What follows belongs to an exercise in optimizing a design on an open flow for small area and a short achievable clock period; a production flow would make more cautious choices.
For this run, only the layout was checked, not whether the RTL still works.
Power figures rest on the tool's default switching activity, not on a simulated workload.

**design/flow/design.v**
```verilog
module timer
#(
    parameter ADDR_WIDTH    = 32   ,
    parameter DATA_WIDTH    = 32
)
(
    input                    clk               ,
    input                    rstn              ,
    output logic             slave_rdy         ,
    output logic  [3:0]      timer_int         ,
    input [ADDR_WIDTH-1:0]   raddr             ,
    input                    re                ,
    output logic  [DATA_WIDTH-1:0]   rdata             ,
    input [DATA_WIDTH/8-1:0] rsel              ,
    input [ADDR_WIDTH-1:0]   waddr             ,
    input                    we                ,
    input [DATA_WIDTH-1:0]   wdata             ,
    input [DATA_WIDTH/8-1:0] wsel
);
logic [3:0][31:0] lc;
logic [3:0][31:0] cnt;
logic [3:0]       lcv;
logic [3:0]       cv;
logic [3:0][2:0]  ctrl;
logic [3:0]       en_d;
logic [3:0]       expf;
logic [3:0]       raw;
logic             re_d1;
logic             we_d1;
wire [5:0] widx = waddr[7:2];
wire [5:0] ridx = raddr[7:2];
logic [3:0] wr_lc, wr_ctrl;
assign wr_lc[0]   = we & (widx == 6'd0);
assign wr_ctrl[0] = we & (widx == 6'd2);
assign wr_lc[1]   = we & (widx == 6'd5);
assign wr_ctrl[1] = we & (widx == 6'd7);
assign wr_lc[2]   = we & (widx == 6'd10);
assign wr_ctrl[2] = we & (widx == 6'd12);
assign wr_lc[3]   = we & (widx == 6'd15);
assign wr_ctrl[3] = we & (widx == 6'd17);
logic [3:0] clr;
wire clr_all = re & (ridx == 6'd41);
assign clr[0] = re & (ridx == 6'd3);
assign clr[1] = re & (ridx == 6'd8);
assign clr[2] = re & (ridx == 6'd13);
assign clr[3] = re & (ridx == 6'd18);
logic [3:0] ist;
assign timer_int = ist;
genvar n;
generate
for (n = 0; n < 4; n = n + 1) begin : tm
  wire en   = ctrl[n][0];
  wire mode = ctrl[n][1];
  wire zero = cv[n] & (cnt[n] == 32'd0);
  wire load = (en & ~en_d[n]) | zero;
  wire [31:0] c = cnt[n];
  wire [7:0] g;
  for (genvar j = 0; j < 8; j = j + 1) begin : grp
    assign g[j] = ~|c[4*j+3:4*j];
  end
  wire [7:0] gz;
  assign gz[0] = 1'b1;
  assign gz[1] = g[0];
  assign gz[2] = g[0] & g[1];
  assign gz[3] = gz[2] & g[2];
  assign gz[4] = gz[2] & g[2] & g[3];
  assign gz[5] = gz[4] & g[4];
  assign gz[6] = gz[4] & g[4] & g[5];
  assign gz[7] = gz[6] & g[6];
  wire [31:0] z;
  for (genvar j = 0; j < 8; j = j + 1) begin : bor
    assign z[4*j]   = gz[j];
    assign z[4*j+1] = gz[j] & ~c[4*j];
    assign z[4*j+2] = gz[j] & ~c[4*j] & ~c[4*j+1];
    assign z[4*j+3] = gz[j] & ~c[4*j] & ~c[4*j+1] & ~c[4*j+2];
  end
  wire [31:0] b = z & {32{en}};
  wire raw_next  = en & (expf[n] | (raw[n] & ~(clr[n] | clr_all)));
  wire mask_next = wr_ctrl[n] ? wdata[2] : ctrl[n][2];
  wire sel_lc = load & mode & lcv[n];
  wire one    = load & ~mode;
  always @(posedge clk) begin
    if (wr_lc[n]) lc[n] <= wdata;
    cnt[n] <= (lc[n] & {32{sel_lc}}) | {32{one}} | ({32{~load}} & (c ^ b));
    en_d[n] <= en;
    expf[n] <= zero;
  end
  always @(posedge clk or negedge rstn) begin
    if (!rstn) begin
      lcv[n]  <= 1'b0;
      cv[n]   <= 1'b0;
      ctrl[n] <= 3'b0;
      raw[n]  <= 1'b0;
      ist[n]  <= 1'b0;
    end else begin
      if (wr_lc[n]) lcv[n] <= 1'b1;
      if (load) cv[n] <= 1'b1;
      if (wr_ctrl[n]) ctrl[n] <= wdata[2:0];
      raw[n] <= raw_next;
      ist[n] <= raw_next & ~mask_next;
    end
  end
end
endgenerate
wire [5:0] i = ridx;
wire [3:0] s_lc, s_cnt, s_ctrl, s_is;
assign s_lc[0]   = ~i[4] & ~i[3] & ~i[2] & ~i[1] & ~i[0];    
assign s_cnt[0]  = ~i[4] & ~i[3] & ~i[2] & ~i[1] &  i[0];    
assign s_ctrl[0] = ~i[4] & ~i[3] & ~i[2] &  i[1] & ~i[0];    
assign s_is[0]   = ~i[3] &  i[2] & ~i[1] & ~i[0];            
assign s_lc[1]   = ~i[3] &  i[2] & ~i[1] &  i[0];            
assign s_cnt[1]  = ~i[3] &  i[2] &  i[1] & ~i[0];            
assign s_ctrl[1] = ~i[3] &  i[2] &  i[1] &  i[0];            
assign s_is[1]   = ~i[5] &  i[3] & ~i[2] & ~i[1] &  i[0];    
assign s_lc[2]   = ~i[5] &  i[3] & ~i[2] &  i[1] & ~i[0];    
assign s_cnt[2]  =  i[3] & ~i[2] &  i[1] &  i[0];            
assign s_ctrl[2] =  i[3] &  i[2] & ~i[1] & ~i[0];            
assign s_is[2]   =  i[3] &  i[2] &  i[1] & ~i[0];            
assign s_lc[3]   =  i[3] &  i[2] &  i[1] &  i[0];            
assign s_cnt[3]  =  i[4] & ~i[1] & ~i[0];                    
assign s_ctrl[3] =  i[4] & ~i[1] &  i[0];                    
assign s_is[3]   =  i[4] &  i[1] &  i[0];                    
wire   s_ti      =  i[5] & ~i[1] & ~i[0];                    
wire   s_raw     =  i[5] &  i[1];                            
wire [3:0] g_lc  = s_lc & lcv;
wire [3:0] g_cnt = s_cnt & cv;
wire       ones  = |(s_cnt & ~cv);
logic [31:0] rd_next;
always @(*) begin
  rd_next = {32{ones}};
  for (int k = 0; k < 4; k = k + 1)
    rd_next = rd_next | (lc[k] & {32{g_lc[k]}}) | (cnt[k] & {32{g_cnt[k]}})
            | {29'b0, ctrl[k] & {3{s_ctrl[k]}}} | {31'b0, ist[k] & s_is[k]};
  rd_next[3:0] = rd_next[3:0] | (ist & {4{s_ti}}) | (raw & {4{s_raw}});
end
always @(posedge clk) rdata <= rd_next;
always @(posedge clk or negedge rstn) begin
  if (!rstn) begin
    re_d1 <= 1'b0;
    we_d1 <= 1'b0;
  end else begin
    re_d1 <= re;
    we_d1 <= we;
  end
end
assign slave_rdy = ~((re & ~re_d1) | (we & ~we_d1));
endmodule
```
**design/flow/flow/run.sh**
```bash
#!/bin/bash
# Standard ORFS layout (the standard.sh) with these changes:
#  - port buffers start as buf_1 (repair_timing upsizes the critical ones);
#  - DONT_USE_CELLS is the platform's list plus the slow wide OR/NOR/AND/NAND
#    gates and the delay cells (flow/dont_use.txt), so synthesis maps to
#    faster gates and the resizer does not size port buffers into delay cells.
HERE=$(pwd)
DU=$(tr '\n' ' ' < "$HERE/flow/dont_use.txt")
bash standard.sh "BUFFER_PORTS_ARGS=-buffer_cell sky130_fd_sc_hd__buf_1" \
  "DONT_USE_CELLS=$DU" finish > standard.log 2>&1
```
**design/flow/flow/dont_use.txt**
```
sky130_fd_sc_hd__probe_p_8
sky130_fd_sc_hd__probec_p_8
sky130_fd_sc_hd__lpflow_bleeder_1
sky130_fd_sc_hd__lpflow_clkbufkapwr_1
sky130_fd_sc_hd__lpflow_clkbufkapwr_16
sky130_fd_sc_hd__lpflow_clkbufkapwr_2
sky130_fd_sc_hd__lpflow_clkbufkapwr_4
sky130_fd_sc_hd__lpflow_clkbufkapwr_8
sky130_fd_sc_hd__lpflow_clkinvkapwr_1
sky130_fd_sc_hd__lpflow_clkinvkapwr_16
sky130_fd_sc_hd__lpflow_clkinvkapwr_2
sky130_fd_sc_hd__lpflow_clkinvkapwr_4
sky130_fd_sc_hd__lpflow_clkinvkapwr_8
sky130_fd_sc_hd__lpflow_decapkapwr_12
sky130_fd_sc_hd__lpflow_decapkapwr_3
sky130_fd_sc_hd__lpflow_decapkapwr_4
sky130_fd_sc_hd__lpflow_decapkapwr_6
sky130_fd_sc_hd__lpflow_decapkapwr_8
sky130_fd_sc_hd__lpflow_inputiso0n_1
sky130_fd_sc_hd__lpflow_inputiso0p_1
sky130_fd_sc_hd__lpflow_inputiso1n_1
sky130_fd_sc_hd__lpflow_inputiso1p_1
sky130_fd_sc_hd__lpflow_inputisolatch_1
sky130_fd_sc_hd__lpflow_isobufsrc_1
sky130_fd_sc_hd__lpflow_isobufsrc_16
sky130_fd_sc_hd__lpflow_isobufsrc_2
sky130_fd_sc_hd__lpflow_isobufsrc_4
sky130_fd_sc_hd__lpflow_isobufsrc_8
sky130_fd_sc_hd__lpflow_isobufsrckapwr_16
sky130_fd_sc_hd__lpflow_lsbuf_lh_hl_isowell_tap_1
sky130_fd_sc_hd__lpflow_lsbuf_lh_hl_isowell_tap_2
sky130_fd_sc_hd__lpflow_lsbuf_lh_hl_isowell_tap_4
sky130_fd_sc_hd__lpflow_lsbuf_lh_isowell_4
sky130_fd_sc_hd__lpflow_lsbuf_lh_isowell_tap_1
sky130_fd_sc_hd__lpflow_lsbuf_lh_isowell_tap_2
sky130_fd_sc_hd__lpflow_lsbuf_lh_isowell_tap_4
sky130_fd_sc_hd__and4_1
sky130_fd_sc_hd__and4_2
sky130_fd_sc_hd__and4_4
sky130_fd_sc_hd__and4b_1
sky130_fd_sc_hd__and4b_2
sky130_fd_sc_hd__and4b_4
sky130_fd_sc_hd__and4bb_1
sky130_fd_sc_hd__and4bb_2
sky130_fd_sc_hd__and4bb_4
sky130_fd_sc_hd__clkdlybuf4s15_1
sky130_fd_sc_hd__clkdlybuf4s15_2
sky130_fd_sc_hd__clkdlybuf4s18_1
sky130_fd_sc_hd__clkdlybuf4s18_2
sky130_fd_sc_hd__clkdlybuf4s25_1
sky130_fd_sc_hd__clkdlybuf4s25_2
sky130_fd_sc_hd__clkdlybuf4s50_1
sky130_fd_sc_hd__clkdlybuf4s50_2
sky130_fd_sc_hd__dlygate4sd1_1
sky130_fd_sc_hd__dlygate4sd2_1
sky130_fd_sc_hd__dlygate4sd3_1
sky130_fd_sc_hd__dlymetal6s2s_1
sky130_fd_sc_hd__dlymetal6s4s_1
sky130_fd_sc_hd__dlymetal6s6s_1
sky130_fd_sc_hd__nand4_1
sky130_fd_sc_hd__nand4_2
sky130_fd_sc_hd__nand4_4
sky130_fd_sc_hd__nand4b_1
sky130_fd_sc_hd__nand4b_2
sky130_fd_sc_hd__nand4b_4
sky130_fd_sc_hd__nand4bb_1
sky130_fd_sc_hd__nand4bb_2
sky130_fd_sc_hd__nand4bb_4
sky130_fd_sc_hd__nor3_1
sky130_fd_sc_hd__nor3_2
sky130_fd_sc_hd__nor3_4
sky130_fd_sc_hd__nor3b_1
sky130_fd_sc_hd__nor3b_2
sky130_fd_sc_hd__nor3b_4
sky130_fd_sc_hd__nor4_1
sky130_fd_sc_hd__nor4_2
sky130_fd_sc_hd__nor4_4
sky130_fd_sc_hd__nor4b_1
sky130_fd_sc_hd__nor4b_2
sky130_fd_sc_hd__nor4b_4
sky130_fd_sc_hd__nor4bb_1
sky130_fd_sc_hd__nor4bb_2
sky130_fd_sc_hd__nor4bb_4
sky130_fd_sc_hd__or3_1
sky130_fd_sc_hd__or3_2
sky130_fd_sc_hd__or3_4
sky130_fd_sc_hd__or3b_1
sky130_fd_sc_hd__or3b_2
sky130_fd_sc_hd__or3b_4
sky130_fd_sc_hd__or4_1
sky130_fd_sc_hd__or4_2
sky130_fd_sc_hd__or4_4
sky130_fd_sc_hd__or4b_1
sky130_fd_sc_hd__or4b_2
sky130_fd_sc_hd__or4b_4
sky130_fd_sc_hd__or4bb_1
sky130_fd_sc_hd__or4bb_2
sky130_fd_sc_hd__or4bb_4
sky130_fd_sc_hd__fa_1
sky130_fd_sc_hd__fa_2
sky130_fd_sc_hd__fa_4
sky130_fd_sc_hd__ha_1
sky130_fd_sc_hd__ha_2
sky130_fd_sc_hd__ha_4
```
**design/flow/standard.sh**
```bash
#!/bin/bash
# synth_recipe.tcl (not shown) runs the flow's synth.tcl, then flattens the netlist and writes it again
# the make line also repeats each setting of config.mk as NAME=value (left out here)
make -C /OpenROAD-flow-scripts/flow DESIGN_CONFIG=/design/flow/config.mk WORK_HOME=/design/flow/orfs CLKGATE_MAP_FILE= SYNTH_SCRIPT=/design/flow/synth_recipe.tcl "${@:-finish}"
```
**design/flow/config.mk**
```make
export PLATFORM = sky130hd
export DESIGN_NAME = timer
export DESIGN_NICKNAME = timer
export VERILOG_FILES = /design/flow/design.v
export SDC_FILE = /design/flow/constraint.sdc
export NUM_CORES = 4
export LEC_CHECK = 0
export ABC_CLOCK_PERIOD_IN_PS = 2000
export CAP_MARGIN = 20
export CORE_MARGIN = 2
export CORE_UTILIZATION = 65
export CTS_BUF_LIST = sky130_fd_sc_hd__clkbuf_16
export CTS_CLUSTER_DIAMETER = 80
export CTS_CLUSTER_SIZE = 24
export SETUP_SLACK_MARGIN = 2.0
export SLEW_MARGIN = 20
```
**design/flow/constraint.sdc**
```tcl
create_clock -name core_clock -period 4.0 [get_ports {clk}]
set_input_delay 0.8000 -clock core_clock [delete_from_list [all_inputs] [get_ports {clk}]]
set_output_delay 0.8000 -clock core_clock [all_outputs]
set_load 0.01 [all_outputs]
```
==> flow_metrics.py <==
metrics = {
    "setup_path": {
        "worstPathRequired_ps": 4330,
        "reg2reg_to": "cnt[74]$_DFF_P_",
        "worstPathMaxFanout": 11,
        "max_stage_delay_ps": 230,
        "worst-path-buf-inv": 3,
        "endpoint_kind": "register",
        "crit_path_start_kind": "input port",
        "path_class": "input port to register",
        "r2r_slack_ps": 2000,
        "arrival_ps": 2340,
        "crit_family": "simple AND/OR/NAND/NOR gates",
        "slowest_stage": "and3_1",
        "r2r-start": "cnt[92]$_DFF_P_",
        "r2r_cells": 7,
        "crit_path_cell_trace": "clkbuf_4 -> buf_6 -> and2_4 -> and3_4 -> buf_1 -> a22oi_1 -> and3_1 -> nand3_2",
    },
    "pwr": {
        "power.density_nw_per_um2": 486.9,
        "pwr-share-seq_pct": 57.4,
        "p_int_uw": 5550,
        "switching_power_uw": 2617,
        "clockPowerShare_pct": 23.2,
        "comb_power_share_pct": 19.4,
        "p_leak_uw": 0.006495,
        "ir_drop_mv": 0.3624,
        "p_sw_share_pct": 32.05,
    },
    "detailed_routing": {
        "wl_per_cell_um": 24.13,
        "dr.max_layer_used": "met4",
        "routed_wl_mm": 46.64,
        "wl_met3_mm": 4.847,
        "wl_met2_mm": 21.18,
        "drc": 0,
        "viasPerCell": 6.616,
        "drtIter0Drc": 1750,
        "vias": 12790,
        "antenna_left": 0,
        "wl_met1_mm": 18.61,
        "dr.pass1.iters": 8,
    },
    "yosys": {
        "netlist.area_leader.share_pct": 25.64,
        "synth_common_cells": "nand2_1, dfxtp_1, and3_1, edfxtp_1, nor2_1",
        "synth_seq_cells": 326,
        "synth_ff_type": "dfxtp_1",
        "synth.most_common_cell": "nand2_1",
        "synth_edf_count": 128,
        "syn_area_um2": 14990,
        "netlist_top_cells_area": "edfxtp_1, dfxtp_1, and3_1",
        "synth_nets": 1656,
        "synth-seq-area-share_pct": 53.08,
        "syn_area_per_cell_um2": 9.685,
        "yosys_warnings": 1,
        "synth_top_area_cell": "edfxtp_1",
        "async_flop_share_pct": 9.202,
        "yosys.cell_types.count": 57,
        "synthCells": 1548,
    },
    "sta": {
        "fin_crit_ps": 2013,
        "maxSlewViolCount": 0,
        "slew_headroom_pct": 25.75,
        "setup_tns_ps": 0,
        "tightest_slew_ps": 1114,
        "fmax_ghz": 0.4969,
        "finalHoldViolCount": 0,
        "clock-skew-final_ps": 19.56,
        "finalCritPeriodShare_pct": 50.31,
        "rsz0062_at_grt": "yes",
        "setup_viol": 0,
        "setup_slack_ps": 1987,
    },
    "die": {
        "start_util_pct": 66.22,
        "die_w_um": 155.9,
        "die_h_um": 155.9,
        "dieArea_um2": 24300,
        "rows": 55,
        "core_area_um2": 22640,
        "ios": 145,
    },
    "global_route": {
        "grt_max_degree": 34,
        "track_usage_pct": 37.87,
        "grt_remaining_overflow": 0,
        "grt_pass1_wl_mm": 69.61,
        "antenna_found_initial": 0,
        "grt_pass1_vias": 12020,
    },
    "clock_tree": {
        "clkSinkCount": 326,
        "cts_root_buffer": "clkbuf_16",
        "worst_skew_pair.late_latency_ps": 520,
        "cts_buffer_depth": 3,
        "hold_buffers": 0,
        "cts_max_level": 1,
        "cts_tree": "yes",
        "numCtsBuffers": 17,
        "clk_pin_slew_ps": 90,
    },
    "placement": {
        "dp_hpwl_mm": 31.90,
        "port_buffers": 84,
        "place_ws_ps": 931.7,
        "gp_congestion": 0.9410,
    },
    "layout": {
        "drive_above_1_share_pct": 13.48,
        "fin_nets": 1745,
        "area_growth_pct": 11.89,
        "n_fill_cell": 1689,
    },
    "job": {
        "maxCapViolCount": 0,
    },
    "run_status": {
        "status": "finished clean",
    },
    "worst_hold_path": {
        "worstHoldPathType": "input port to async pin",
    },
}
## area by class of cell
class | instances | area [um^2] | share of cell area [%]
Sequential cell | 326 | 7975 | 47.54
Multi-Input combinational cell | 1089 | 6819 | 40.65
Timing Repair Buffer | 176 | 1025 | 6.108
Clock buffer | 18 | 450.4 | 2.685
Tap cell | 285 | 356.6 | 2.126
Inverter | 27 | 101.3 | 0.6041
Clock inverter | 11 | 46.29 | 0.2760
Antenna cell | 1 | 2.502 | 0.01492
## through the flow
stage | cells | power, uW | utilization (%) | cell area (um^2) | hold slack [ps]
floorplan | 1548 | 5585 | - | 15190 | 342.2
global placement | 1854 | 6088 | 68.49 | 15510 | 475.3
CTS | 1906 | 8047 | 72.56 | 16430 | 363.0
global route | 1932 | 8488 | 74.09 | 16770 | 401.5
finish | 1933 | 8168 | 74.10 | 16780 | 350.6
detailed placement | 1854 | 6141 | 68.49 | 15510 | 474.0
## repair_timing
| item | CTS | global route |
|---|---|---|
| gates cloned | 2 | 1 |
| pin swaps | 15 | 15 |
| setup endpoints to repair | 191 | 153 |
| resized for setup | 98 | 58 |
| buffers inserted | 21 | 25 |
## cells by family (layout without fill, tap and decap cells)
family | Yosys count | in the layout | synth area share, %
simple gates | 692 | 693 | 23.05
buf+inv | 134 | 232 | 4.056
compound gates | 297 | 297 | 13.79
flops | 326 | 326 | 53.08
mux | 16 | 16 | 1.177
other cells | 0 | 1 | 0
xor+xnor | 83 | 83 | 4.848
## state kept, by name (all words and copies together) (netlist names)
signal / count
cnt: 128
lc: 128
cv: 4
rdata: 32
re_d1: 1
ctrl: 12
ist: 4
en_d: 4
raw: 4
we_d1: 1
lcv: 4
expf: 4
## layout by cell type (no fill, tap or decap), types with 24 or more instances in the layout
master    instances
and3_1          135
a222oi_1         30
o21ai_0          29
dfxtp_1         160
nor2_1          106
nand2_1         211
nand3_1          79
inv_1            37
edfxtp_1        128
xnor2_1          36
a21oi_1          58
dfrtp_1          24
a22oi_1          58
xor2_1           47
a31oi_1          72
buf_1           101
## routing by layer
| layer | global-route usage (%) | vias up |
|---|---|---|
| met4 | 14.94 | 0 |
| met5 | 0 | - |
| met3 | 5.000 | 126 |
| met2 | 59.73 | 735 |
| li1 | - | 5758 |
| met1 | 53.61 | 6170 |
## how the worst max path moves through the flow
| stage | start | endpoint | slack (ps) | cells past startpoint |
|---|---|---|---|---|
| 6_report | raddr[2] | rdata[30]$_DFF_P_ | 1990 | 8 |
| 5_1_grt | cnt[92]$_DFF_P_ | cnt[74]$_DFF_P_ | 1950 | 7 |
| 4_1_cts | cnt[120]$_DFF_P_ | cnt[115]$_DFF_P_ | 1980 | 7 |
| 3_5_place_dp | raddr[5] | rdata[4]$_DFF_P_ | 930 | 8 |
| 3_3_place_gp | raddr[4] | rdata[6]$_DFF_P_ | 950 | 7 |
| 2_1_floorplan | raddr[6] | rdata[30]$_DFF_P_ | 1910 | 9 |
## power by group through the flow
| stage | registers [uW] | clock network (uW) | logic (uW) |
|---|---|---|---|
| 3_5_place_dp | 4690 | 0 | 1450 |
| 6_report | 4690 | 1900 | 1580 |
| 4_1_cts | 4640 | 1890 | 1510 |
| 5_1_grt | 4750 | 2010 | 1730 |
| 2_1_floorplan | 4490 | 0 | 1100 |
| 3_3_place_gp | 4680 | 0 | 1410 |

==> port drivers added, routing unchanged <==
How much do the figures lean on ideal ports? The routed layout below was timed once more, with nothing changed but the port constraints.
Step 1 (the two cells are an assumption about what drives the block):
set clk [get_ports {clk}]
set_driving_cell -lib_cell sky130_fd_sc_hd__clkbuf_16 $clk
set_driving_cell -lib_cell sky130_fd_sc_hd__buf_2 [delete_from_list [all_inputs] $clk]
Step 2 also shifts input and output timing later by t, the mid clock arrival at the registers, as if the neighbouring blocks saw the same clock.
a / b / c = ideal ports / drivers / drivers and shift; a / b = the first two.
t, ns: 0.558
setup WS [ns]: 1.987 / 1.966 / 1.458
worst register clock-pin slew, ns: 0.10 / 0.10
worst slew at a driven data input, ns: 0.08
cell pins on the clock port's net: 1
After both steps setup and hold are still met in this run. The setup slack of this run moves by -0.021 ns with the drivers and by -0.529 ns with both steps.
